What follows belongs to an exercise in optimizing a design on an open flow for small area and a short achievable clock period; a production flow would make more cautious choices. Where RTL was checked, it was by simulation tests only, not by an equivalence proof against the original. The clock input has no modelled driver; a real chip could not lean on it and would need a root buffer or a full tree.

==> tundra <==
## conv2d_3x3
module conv2d_3x3 #(
    parameter SIZE  = 32 ,
    WEIGHT = 34,
    LENGHT = 302
) (
    input clk,
    input reset_n,
    input load,
    input en,
    input [SIZE-1:0] in,
    input [SIZE-1:0] k1,
    input [SIZE-1:0] k2,
    input [SIZE-1:0] k3,
    input [SIZE-1:0] k4,
    input [SIZE-1:0] k5,
    input [SIZE-1:0] k6,
    input [SIZE-1:0] k7,
    input [SIZE-1:0] k8,
    input [SIZE-1:0] k9,
    output valid_out,
    output[SIZE-1:0] out
);
    localparam W = WEIGHT;
    localparam N = 2 * W + 4;    
    reg  [32*N-1:0] chain;
    always @(posedge clk)
        if (load) chain <= {chain[32*(N-1)-1:0], in};
    wire [31:0] c [0:N-1];
    genvar g;
    generate
        for (g = 0; g < N; g = g + 1) begin : cw
            assign c[g] = chain[32*g +: 32];
        end
    endgenerate
    reg [6:0] cnt;
    always @(posedge clk or negedge reset_n)
        if (!reset_n)              cnt <= 7'd0;
        else if (load && cnt != N) cnt <= cnt + 7'd1;
    reg e1, e2, e3, e4, e5;
    always @(posedge clk or negedge reset_n)
        if (!reset_n) {e1, e2, e3, e4, e5} <= 5'b0;
        else if (load) {e1, e2, e3, e4, e5} <= {en, e1, e2, e3, e4};
    reg [24:0] kr1, kr2, kr3, kr4, kr5, kr6, kr7, kr8, kr9;
    always @(posedge clk)
        if (load) begin
            kr1 <= {k1[31], k1[23:0] & {24{cnt >= 2*W+3}}};
            kr2 <= {k2[31], k2[23:0] & {24{cnt >= 2*W+2}}};
  ...
==> flow/config.mk <==
export PLATFORM = sky130hd
export DESIGN_NAME = conv2d_3x3
export DESIGN_NICKNAME = conv2d_3x3
export VERILOG_FILES = /design/flow/design.v
export SDC_FILE = /design/flow/constraint.sdc
export NUM_CORES = 8
export LEC_CHECK = 0
export CAP_MARGIN = 20
export CORE_MARGIN = 2
export CORE_UTILIZATION = 50
export PLACE_DENSITY = 0.6
export SLEW_MARGIN = 20
export SYNTH_HIERARCHICAL = 1
==> flow/constraint.sdc <==
create_clock -name core_clock -period 40.0 [get_ports {clk}]
set_input_delay 8.0000 -clock core_clock [delete_from_list [all_inputs] [get_ports {clk}]]
set_output_delay 8.0000 -clock core_clock [all_outputs]
set_load 0.01 [all_outputs]
standard.sh (not shown) runs the stock make flow with config.mk's settings and CLKGATE_MAP_FILE= SYNTH_SCRIPT=/design/flow/synth_recipe.tcl, a recipe that flattens the netlist after the stock synthesis.
==> flow/flow/run.sh <==
#!/bin/bash
# Standard ORFS layout (the standard.sh) with:
#  - timing repair aimed below the design's period: repair_timing treats
#    slack under SETUP_SLACK_MARGIN as a violation (the SDC is the standard flow's);
#  - plain buffers on the ports;
#  - after repair_design, flow/load_tree.tcl rebuilds the buffer tree of the
#    load input as a clustered two-level tree, and puts each output's port
#    buffer and its flip-flop next to the pin;
#  - larger clock-tree sink clusters.
set -euo pipefail
export SETUP_SLACK_MARGIN=30.55
export BUFFER_PORTS_ARGS="-buffer_cell sky130_fd_sc_hd__buf_4"
export POST_RESIZE_TCL=$PWD/flow/load_tree.tcl
export CTS_ARGS="-sink_clustering_enable -repair_clock_nets -sink_clustering_size 25 -sink_clustering_max_diameter 120 -dont_use_dummy_load"
bash standard.sh > flow_make.log 2>&1
Other scripts of this flow, unchanged in this note and not shown: flow/flow/load_tree.tcl
==> inputs of juniper, as changes to tundra <==
==> flow/flow/run.sh (replaced) <==
#!/bin/bash
# Standard ORFS layout (the standard.sh) with:
#  - timing repair aimed below the design's period: repair_timing treats
#    slack under SETUP_SLACK_MARGIN as a violation (the SDC is the standard flow's);
#  - plain buffers on the ports;
#  - after repair_design, flow/load_tree.tcl rebuilds the buffer tree of the
#    load input as a clustered two-level tree, and puts each output's port
#    buffer and its flip-flop next to the pin;
#  - larger clock-tree sink clusters; after CTS, flow/clk_inv.tcl turns the
#    tree's buffers into inverters (an even number per path, so every
#    register still sees the clock unchanged, with less insertion delay).
set -euo pipefail
export SETUP_SLACK_MARGIN=30.85
export BUFFER_PORTS_ARGS="-buffer_cell sky130_fd_sc_hd__buf_4"
export POST_RESIZE_TCL=$PWD/flow/load_tree.tcl
export POST_CTS_TCL=$PWD/flow/clk_inv.tcl
export CTS_ARGS="-sink_clustering_enable -repair_clock_nets -sink_clustering_size 25 -sink_clustering_max_diameter 120 -dont_use_dummy_load"
bash standard.sh > flow_make.log 2>&1
==> flow/flow/clk_inv.tcl (new file) <==
# The clock tree's first two levels (the root buffer and the buffers it
# drives) become inverters: every path from the clock port keeps an even
# number of inversions (two inverters, then buffers), and the inverters'
# single stage shortens the insertion delay of all registers alike.
namespace eval ci {
  proc is_clkbuf {inst} { return [regexp {__clkbuf_[0-9]+$} [[$inst getMaster] getName]] }
  proc outnet {inst} {
    foreach it [$inst getITerms] { if {[$it isOutputSignal]} { return [$it getNet] } }
    return "NULL"
  }
  proc swap {inst cell} {
    set block [ord::get_db_block]
    set db [ord::get_db]
    set inet [[$inst findITerm A] getNet]
    set onet [[$inst findITerm X] getNet]
    lassign [$inst getLocation] x y
    set name [$inst getName]
    odb::dbInst_destroy $inst
    set ni [odb::dbInst_create $block [$db findMaster $cell] "${name}_inv"]
    $ni setLocation $x $y
    $ni setPlacementStatus PLACED
    [$ni findITerm A] connect $inet
    [$ni findITerm Y] connect $onet
  }
  proc run {cell} {
    set block [ord::get_db_block]
    set cnet [[$block findBTerm clk] getNet]
    set roots {}
    foreach it [$cnet getITerms] { lappend roots [$it getInst] }
    if {[llength $roots] != 1 || ![is_clkbuf [lindex $roots 0]]} { puts "clk_inv: clock port does not drive one buffer, nothing done"; return }
    set root [lindex $roots 0]
    set kids {}
    foreach it [[outnet $root] getITerms] {
      if {[$it isOutputSignal]} continue
      set k [$it getInst]
      if {![is_clkbuf $k]} { puts "clk_inv: root drives a non-buffer ([$k getName]), nothing done"; return }
      lappend kids $k
    }
    foreach k $kids {
      foreach it [[outnet $k] getITerms] {
        if {[$it isOutputSignal]} continue
        if {![is_clkbuf [$it getInst]]} { puts "clk_inv: level-2 buffer drives a non-buffer, nothing done"; return }
      }
    }
    # every root-to-register path must hold the same number of buffers
    set level [list $root]
    set depth 1
    set all {}
    set leaves {}
    while {[llength $level]} {
      set next {}
      foreach b $level {
        lappend all [list $b $depth]
        set nb 0; set nr 0
        foreach it [[outnet $b] getITerms] {
          if {[$it isOutputSignal]} continue
          if {[is_clkbuf [$it getInst]]} { lappend next [$it getInst]; incr nb } else { incr nr }
        }
        if {$nb && $nr} { puts "clk_inv: mixed buffer drives registers and buffers, nothing done"; return }
        if {$nr} { lappend leaves [list $b $depth $nr] }
      }
      set level $next
      incr depth
    }
    set depths [lsort -unique [lmap l $leaves {lindex $l 1}]]
    if {[llength $depths] != 1 || [lindex $depths 0] % 2} { puts "clk_inv: leaf depths $depths, nothing done"; return }
    set nl 0
    foreach l $leaves {
      lassign $l b d nr
      if {$nr > 30} { set c sky130_fd_sc_hd__clkinv_16 } elseif {$nr > 12} { set c sky130_fd_sc_hd__clkinv_8 } else { set c sky130_fd_sc_hd__clkinv_4 }
      set leafcell([$b getName]) $c
    }
    foreach a $all {
      lassign $a b d
      set nm [$b getName]
      if {[info exists leafcell($nm)]} { swap $b $leafcell($nm); incr nl } else { swap $b $cell }
    }
    puts "clk_inv: [llength $all] clock buffers (depth [lindex $depths 0]) replaced by inverters, $nl leaves sized by fanout"
  }
}
ci::run sky130_fd_sc_hd__clkinv_16
detailed_placement
check_placement -verbose
estimate_parasitics -placement
repair_timing_helper
detailed_placement
check_placement -verbose
- CORE_UTILIZATION: 50 -> 60
- PLACE_DENSITY: 0.6 -> 0.7
==> inputs of xenon, as changes to tundra <==
- CORE_UTILIZATION: 50 -> 40
- PLACE_DENSITY: 0.6 -> 0.5
==> inputs of quartz, as changes to tundra <==
--- a/flow/design.v
+++ b/flow/design.v
@@ -286,15 +286,15 @@
     fa_cell us55 (.a(r0[27]), .b(r1[27]), .c(r2[27]), .s(s55), .co(c56));
     fa_cell us57 (.a(r0[28]), .b(r1[28]), .c(r2[28]), .s(s57), .co(c58));
     fa_cell us59 (.a(r0[29]), .b(r1[29]), .c(r2[29]), .s(s59), .co(c60));
     fa_cell us61 (.a(r0[30]), .b(r1[30]), .c(r2[30]), .s(s61), .co(c62));
     assign sa = {1'b1, s61, s59, s57, s55, s53, s51, s49, s47, s45, s43, s41, s39, s37, s35, s33, s31, s29, s27, s25, s23, s21, s19, s17, s15, s13, s11, s9, s7, s5, s3, s1};
     assign sb = {c62, c60, c58, c56, c54, c52, c50, c48, c46, c44, c42, c40, c38, c36, c34, c32, c30, c28, c26, c24, c22, c20, c18, c16, c14, c12, c10, c8, c6, c4, c2, ci};
 endmodule
-module cadd32 (input [31:0] a, input [31:0] b, output [31:0] s0, output [31:0] s1, output co0, output co1);
+module cadd32 (input [31:0] a, input [31:0] b, output [31:0] s0, output [31:0] s1, output co0, output co1, output cm);
     wire [31:0] g = a & b;
     wire [31:0] p = a ^ b;
     wire G1_1 = g[1] | (p[1] & g[0]);
     wire P1_1 = p[1] & p[0];
     wire G3_2 = g[3] | (p[3] & g[2]);
     wire P3_2 = p[3] & p[2];
     wire G5_3 = g[5] | (p[5] & g[4]);
@@ -451,18 +451,19 @@
     wire P29_78 = P29_62 & P15_56;
     wire G30_79 = G30_63 | (P30_63 & G15_56);
     wire P30_79 = P30_63 & P15_56;
     wire G31_80 = G31_64 | (P31_64 & G15_56);
     wire P31_80 = P31_64 & P15_56;
     assign s0 = p ^ {G30_79, G29_78, G28_77, G27_76, G26_75, G25_74, G24_73, G23_72, G22_71, G21_70, G20_69, G19_68, G18_67, G17_66, G16_65, G15_56, G14_55, G13_54, G12_53, G11_52, G10_51, G9_50, G8_49, G7_36, G6_35, G5_34, G4_33, G3_18, G2_17, G1_1, g[0], 1'b0};
     assign s1 = p ^ {(G30_79 | P30_79), (G29_78 | P29_78), (G28_77 | P28_77), (G27_76 | P27_76), (G26_75 | P26_75), (G25_74 | P25_74), (G24_73 | P24_73), (G23_72 | P23_72), (G22_71 | P22_71), (G21_70 | P21_70), (G20_69 | P20_69), (G19_68 | P19_68), (G18_67 | P18_67), (G17_66 | P17_66), (G16_65 | P16_65), (G15_56 | P15_56), (G14_55 | P14_55), (G13_54 | P13_54), (G12_53 | P12_53), (G11_52 | P11_52), (G10_51 | P10_51), (G9_50 | P9_50), (G8_49 | P8_49), (G7_36 | P7_36), (G6_35 | P6_35), (G5_34 | P5_34), (G4_33 | P4_33), (G3_18 | P3_18), (G2_17 | P2_17), (G1_1 | P1_1), (g[0] | p[0]), 1'b1};
+    assign cm = G30_79;
     assign co0 = G31_80;
     assign co1 = G31_80 | P31_80;
 endmodule
-module cadd31 (input [30:0] a, input [30:0] b, output [30:0] s0, output [30:0] s1, output co0, output co1);
+module cadd31 (input [30:0] a, input [30:0] b, output [30:0] s0, output [30:0] s1, output co0, output co1, output cm);
     wire [30:0] g = a & b;
     wire [30:0] p = a ^ b;
     wire G1_1 = g[1] | (p[1] & g[0]);
     wire P1_1 = p[1] & p[0];
     wire G3_2 = g[3] | (p[3] & g[2]);
     wire P3_2 = p[3] & p[2];
     wire G5_3 = g[5] | (p[5] & g[4]);
@@ -563,14 +564,15 @@
     wire P28_50 = p[28] & P27_49;
     wire G29_51 = G29_15 | (P29_15 & G27_49);
     wire P29_51 = P29_15 & P27_49;
     wire G30_52 = g[30] | (p[30] & G29_51);
     wire P30_52 = p[30] & P29_51;
     assign s0 = p ^ {G29_51, G28_50, G27_49, G26_48, G25_47, G24_46, G23_45, G22_44, G21_43, G20_42, G19_41, G18_40, G17_39, G16_38, G15_26, G14_37, G13_36, G12_35, G11_34, G10_33, G9_32, G8_31, G7_23, G6_30, G5_29, G4_28, G3_16, G2_27, G1_1, g[0], 1'b0};
     assign s1 = p ^ {(G29_51 | P29_51), (G28_50 | P28_50), (G27_49 | P27_49), (G26_48 | P26_48), (G25_47 | P25_47), (G24_46 | P24_46), (G23_45 | P23_45), (G22_44 | P22_44), (G21_43 | P21_43), (G20_42 | P20_42), (G19_41 | P19_41), (G18_40 | P18_40), (G17_39 | P17_39), (G16_38 | P16_38), (G15_26 | P15_26), (G14_37 | P14_37), (G13_36 | P13_36), (G12_35 | P12_35), (G11_34 | P11_34), (G10_33 | P10_33), (G9_32 | P9_32), (G8_31 | P8_31), (G7_23 | P7_23), (G6_30 | P6_30), (G5_29 | P5_29), (G4_28 | P4_28), (G3_16 | P3_16), (G2_27 | P2_27), (G1_1 | P1_1), (g[0] | p[0]), 1'b1};
+    assign cm = G29_51;
     assign co0 = G30_52;
     assign co1 = G30_52 | P30_52;
 endmodule
 module wrap31 (input [30:0] ra, input [30:0] rb, output c);
     wire g1 = (ra[1] & rb[1]) | ((ra[1] | rb[1]) & (ra[0] & rb[0]));
     wire t1 = (ra[1] | rb[1]) & (ra[0] | rb[0]);
     wire g2 = (ra[3] & rb[3]) | ((ra[3] | rb[3]) & (ra[2] & rb[2]));
@@ -629,14 +631,17 @@
     wire t28 = t25 & t24;
     wire g29 = g27 | (t27 & g26);
     wire t29 = t27 & t26;
     wire g30 = g29 | (t29 & g28);
     wire t30 = t29 & t28;
     assign c = ~(g30 | t30);
 endmodule
+module pick31 (input [30:0] a, input [30:0] b, input s, output [30:0] z);
+    assign z = s ? a : b;
+endmodule
 `timescale 1ns / 1ps
 `timescale 1ns / 1ps
 `timescale 1ns / 1ps
 module mul_rows (input [30:0] a, input [23:0] b, output [30:0] ra, output [30:0] rb);
     wire pp1;
     wire pp2;
     wire pp3;
@@ -3384,47 +3389,54 @@
 module pair_add (
     input  [30:0] ra1, input [30:0] rb1, input s1,
     input  [30:0] ra2, input [30:0] rb2, input s2,
     output [31:0] z
 );
     wire        op = s1 ^ s2;
     wire [31:0] sa, sb, h0, h1;
-    wire        c1, c2, u0, u1;
+    wire        c1, c2, u0, u1, g30;
     csa4 cs (.r0(ra1), .r1(rb1), .r2(ra2 ^ {31{op}}), .r3(rb2 ^ {31{op}}), .ci(~op), .sa(sa), .sb(sb));
-    cadd32 ad (.a(sa), .b(sb), .s0(h0), .s1(h1), .co0(u0), .co1(u1));
+    cadd32 ad (.a(sa), .b(sb), .s0(h0), .s1(h1), .co0(u0), .co1(u1), .cm(g30));
     wrap31 w1 (.ra(ra1), .rb(rb1), .c(c1));
     wrap31 w2 (.ra(ra2), .rb(rb2), .c(c2));
-    wire        neg = op & (~h0[31] ^ c1 ^ c2);
-    assign z[30:0] = ~op ? ~h1[30:0] : (neg ? h1[30:0] : ~h0[30:0]);
-    assign z[31]   = neg ? s2 : s1;
+    wire        y   = ~(sa[31] ^ sb[31]) ^ c1 ^ c2;
+    wire        neg = op & (y ^ g30);
+    wire [30:0] za  = ~op ? ~h1[30:0] : (y ? ~h0[30:0] : h1[30:0]);    
+    wire [30:0] zb  = ~op ? ~h1[30:0] : (y ? h1[30:0] : ~h0[30:0]);    
+    pick31 pk (.a(za), .b(zb), .s(g30), .z(z[30:0]));
+    assign z[31] = neg ? s2 : s1;
 endmodule
 module p9_add (
     input  [30:0] xi, input sx,
     input  [30:0] ra, input [30:0] rb, input s9,
     output [31:0] z
 );
     wire        op = sx ^ s9;
     wire [31:0] sa, sb, h0, h1;
-    wire        c9, u0, u1;
+    wire        c9, u0, u1, g30;
     csa3 cs (.r0(xi), .r1(ra ^ {31{op}}), .r2(rb ^ {31{op}}), .ci(~op), .sa(sa), .sb(sb));
-    cadd32 ad (.a(sa), .b(sb), .s0(h0), .s1(h1), .co0(u0), .co1(u1));
+    cadd32 ad (.a(sa), .b(sb), .s0(h0), .s1(h1), .co0(u0), .co1(u1), .cm(g30));
     wrap31 w9 (.ra(ra), .rb(rb), .c(c9));
-    wire        neg = op & (~h0[31] ^ c9);
-    assign z[30:0] = ~op ? ~h1[30:0] : (neg ? h1[30:0] : ~h0[30:0]);
-    assign z[31]   = neg ? s9 : sx;
+    wire        y   = ~(sa[31] ^ sb[31]) ^ c9;
+    wire        neg = op & (y ^ g30);
+    wire [30:0] za  = ~op ? ~h1[30:0] : (y ? ~h0[30:0] : h1[30:0]);
+    wire [30:0] zb  = ~op ? ~h1[30:0] : (y ? h1[30:0] : ~h0[30:0]);
+    pick31 pk (.a(za), .b(zb), .s(g30), .z(z[30:0]));
+    assign z[31] = neg ? s9 : sx;
 endmodule
 module smadd #(parameter INV = 0) (
     input  [31:0] x,
     input  [31:0] y,
     output [31:0] z
 );
     wire        op = x[31] ^ y[31];
     wire [30:0] u0, u1;
     wire        c0, ge;
-    cadd31 ad (.a(x[30:0]), .b(y[30:0] ^ {31{op}}), .s0(u0), .s1(u1), .co0(c0), .co1(ge));
+    wire        cm;
+    cadd31 ad (.a(x[30:0]), .b(y[30:0] ^ {31{op}}), .s0(u0), .s1(u1), .co0(c0), .co1(ge), .cm(cm));
     wire [30:0] m = ~op ? u0 : (ge ? u1 : ~u0);
     assign z[30:0] = INV ? ~m : m;
     assign z[31]   = (op & ~ge) ? y[31] : x[31];
 endmodule
 `timescale 1ns / 1ps
 module conv2d_3x3 #(
     parameter SIZE  = 32 ,
==> flow/flow/run.sh (replaced) <==
#!/bin/bash
# Standard ORFS layout (the standard.sh) with:
#  - timing repair aimed below the design's period: repair_timing treats
#    slack under SETUP_SLACK_MARGIN as a violation (the SDC is the standard flow's);
#  - plain buffers on the ports;
#  - after repair_design, flow/load_tree.tcl rebuilds the buffer tree of the
#    load input as a clustered two-level tree, and puts each output's port
#    buffer and its flip-flop next to the pin;
#  - larger clock-tree sink clusters; after CTS, flow/clk_inv.tcl turns the
#    tree's first two levels into inverters (two per path, so every
#    register still sees the clock unchanged, with less insertion delay).
set -euo pipefail
export SETUP_SLACK_MARGIN=30.75
export BUFFER_PORTS_ARGS="-buffer_cell sky130_fd_sc_hd__buf_4"
export POST_RESIZE_TCL=$PWD/flow/load_tree.tcl
export POST_CTS_TCL=$PWD/flow/clk_inv.tcl
export CTS_ARGS="-sink_clustering_enable -repair_clock_nets -sink_clustering_size 25 -sink_clustering_max_diameter 120 -dont_use_dummy_load"
bash standard.sh > flow_make.log 2>&1
==> flow/flow/clk_inv.tcl (new file) <==
# The clock tree's first two levels (the root buffer and the buffers it
# drives) become inverters: every path from the clock port keeps an even
# number of inversions (two inverters, then buffers), and the inverters'
# single stage shortens the insertion delay of all registers alike.
namespace eval ci {
  proc is_clkbuf {inst} { return [regexp {__clkbuf_[0-9]+$} [[$inst getMaster] getName]] }
  proc outnet {inst} {
    foreach it [$inst getITerms] { if {[$it isOutputSignal]} { return [$it getNet] } }
    return "NULL"
  }
  proc swap {inst cell} {
    set block [ord::get_db_block]
    set db [ord::get_db]
    set inet [[$inst findITerm A] getNet]
    set onet [[$inst findITerm X] getNet]
    lassign [$inst getLocation] x y
    set name [$inst getName]
    odb::dbInst_destroy $inst
    set ni [odb::dbInst_create $block [$db findMaster $cell] "${name}_inv"]
    $ni setLocation $x $y
    $ni setPlacementStatus PLACED
    [$ni findITerm A] connect $inet
    [$ni findITerm Y] connect $onet
  }
  proc run {cell} {
    set block [ord::get_db_block]
    set cnet [[$block findBTerm clk] getNet]
    set roots {}
    foreach it [$cnet getITerms] { lappend roots [$it getInst] }
    if {[llength $roots] != 1 || ![is_clkbuf [lindex $roots 0]]} { puts "clk_inv: clock port does not drive one buffer, nothing done"; return }
    set root [lindex $roots 0]
    set kids {}
    foreach it [[outnet $root] getITerms] {
      if {[$it isOutputSignal]} continue
      set k [$it getInst]
      if {![is_clkbuf $k]} { puts "clk_inv: root drives a non-buffer ([$k getName]), nothing done"; return }
      lappend kids $k
    }
    foreach k $kids {
      foreach it [[outnet $k] getITerms] {
        if {[$it isOutputSignal]} continue
        if {![is_clkbuf [$it getInst]]} { puts "clk_inv: level-2 buffer drives a non-buffer, nothing done"; return }
      }
    }
    swap $root $cell
    foreach k $kids { swap $k $cell }
    puts "clk_inv: root and [llength $kids] level-2 clock buffers replaced by $cell"
  }
}
ci::run sky130_fd_sc_hd__clkinv_16
detailed_placement
check_placement -verbose
estimate_parasitics -placement
repair_timing_helper
detailed_placement
check_placement -verbose
==> run summary <==
item	tundra	xenon	quartz	juniper
Result of the run	finished clean	finished clean	finished clean	finished clean
Placed inst area	0.250 mm²	0.252 mm²	0.254 mm²	0.249 mm²
Placeable Area	0.505 mm²	0.631 mm²	0.510 mm²	0.420 mm²
Worst R2R End	r78[23]$_DFFE_PP_	r34[6]$_DFFE_PP_	r34[17]$_DFFE_PP_	r34[17]$_DFFE_PP_
Portion of the clock cycle consumed by the worst path in the final layout	23.6%	23.7%	23.2%	23.1%
Clock tree buffer count of the final layout	152	159	-	-
Post-Route Utilization	50.9%	41.0%	51.4%	61.0%
First-pass GRT wire length	997 mm	1050 mm	1020 mm	966 mm
Routed wire length on met3	60.0 mm	50.4 mm	64.6 mm	69.4 mm
Final-layout worst hold slack	357 ps	370 ps	330 ps	313 ps
Start point of the worst hold path	chain[800]$_DFFE_PP_	chain[2198]$_DFFE_PP_	chain[1344]$_DFFE_PP_	chain[2005]$_DFFE_PP_
Layout Cell Area excl Fill	0.257 mm²	0.259 mm²	0.262 mm²	0.256 mm²
Non-clock buffer contribution to total cell area	3.01%	2.84%	-	-
Critical Path Sink	out[6]	out[19]	out[10]	out[17]
Placer Congestion	0.907	0.868	0.915	0.937
Clock-pin slew on the worst setup and hold paths	90 ps	100 ps	90 ps	100 ps
ClkCell Share	1.48%	1.54%	-	-
Global routing met1 resource utilization	34.1%	29.7%	34.5%	38.6%
Half-perimeter wire length after detailed placement	451 mm	480 mm	458 mm	432 mm
Only the layout flow was run in quartz; the RTL was not checked for function there. In juniper the design's own scripts or RTL, not TritonCTS, make the clock network.

## static timing again, ports no longer ideal
Ports are ideal in the flow. The routed layouts listed here were re-timed in OpenROAD.
Step 1 assumes that a clkbuf_16 drives the clock port and a buf_2 every other input.
Step 2 adds t to the input delays and takes it off the output delays; t is the mean of the earliest and latest rising clock arrival at the registers after step 1. Input paths then give back, and output paths get back, about the clock's delay inside the block.
Three values: ideal, step 1, step 2; two values: the first two.
run | t (ns) | slack for setup (ns) | hold slack, ns | clock arrival spread, ns | worst data-port slew with drivers (ns)
tundra | 0.980 | 30.542 / 30.426 / 30.207 | 0.357 / 0.357 / 0.357 | 0.115 / 0.115 | 0.13
juniper | 0.803 | 30.766 / 30.609 / 30.139 | 0.313 / 0.314 / 0.314 | 0.155 / 0.155 | 0.08
xenon | 1.008 | 30.523 / 30.399 / 30.062 | 0.370 / 0.370 / 0.370 | 0.118 / 0.119 | 0.11
quartz | 0.846 | 30.711 / 30.553 / 30.223 | 0.330 / 0.330 / 0.330 | 0.138 / 0.138 | 0.18
After both steps setup and hold are still met in every run listed. The setup slack of juniper, which loses most, moves by -0.157 ns with the drivers and by -0.627 ns with both steps.
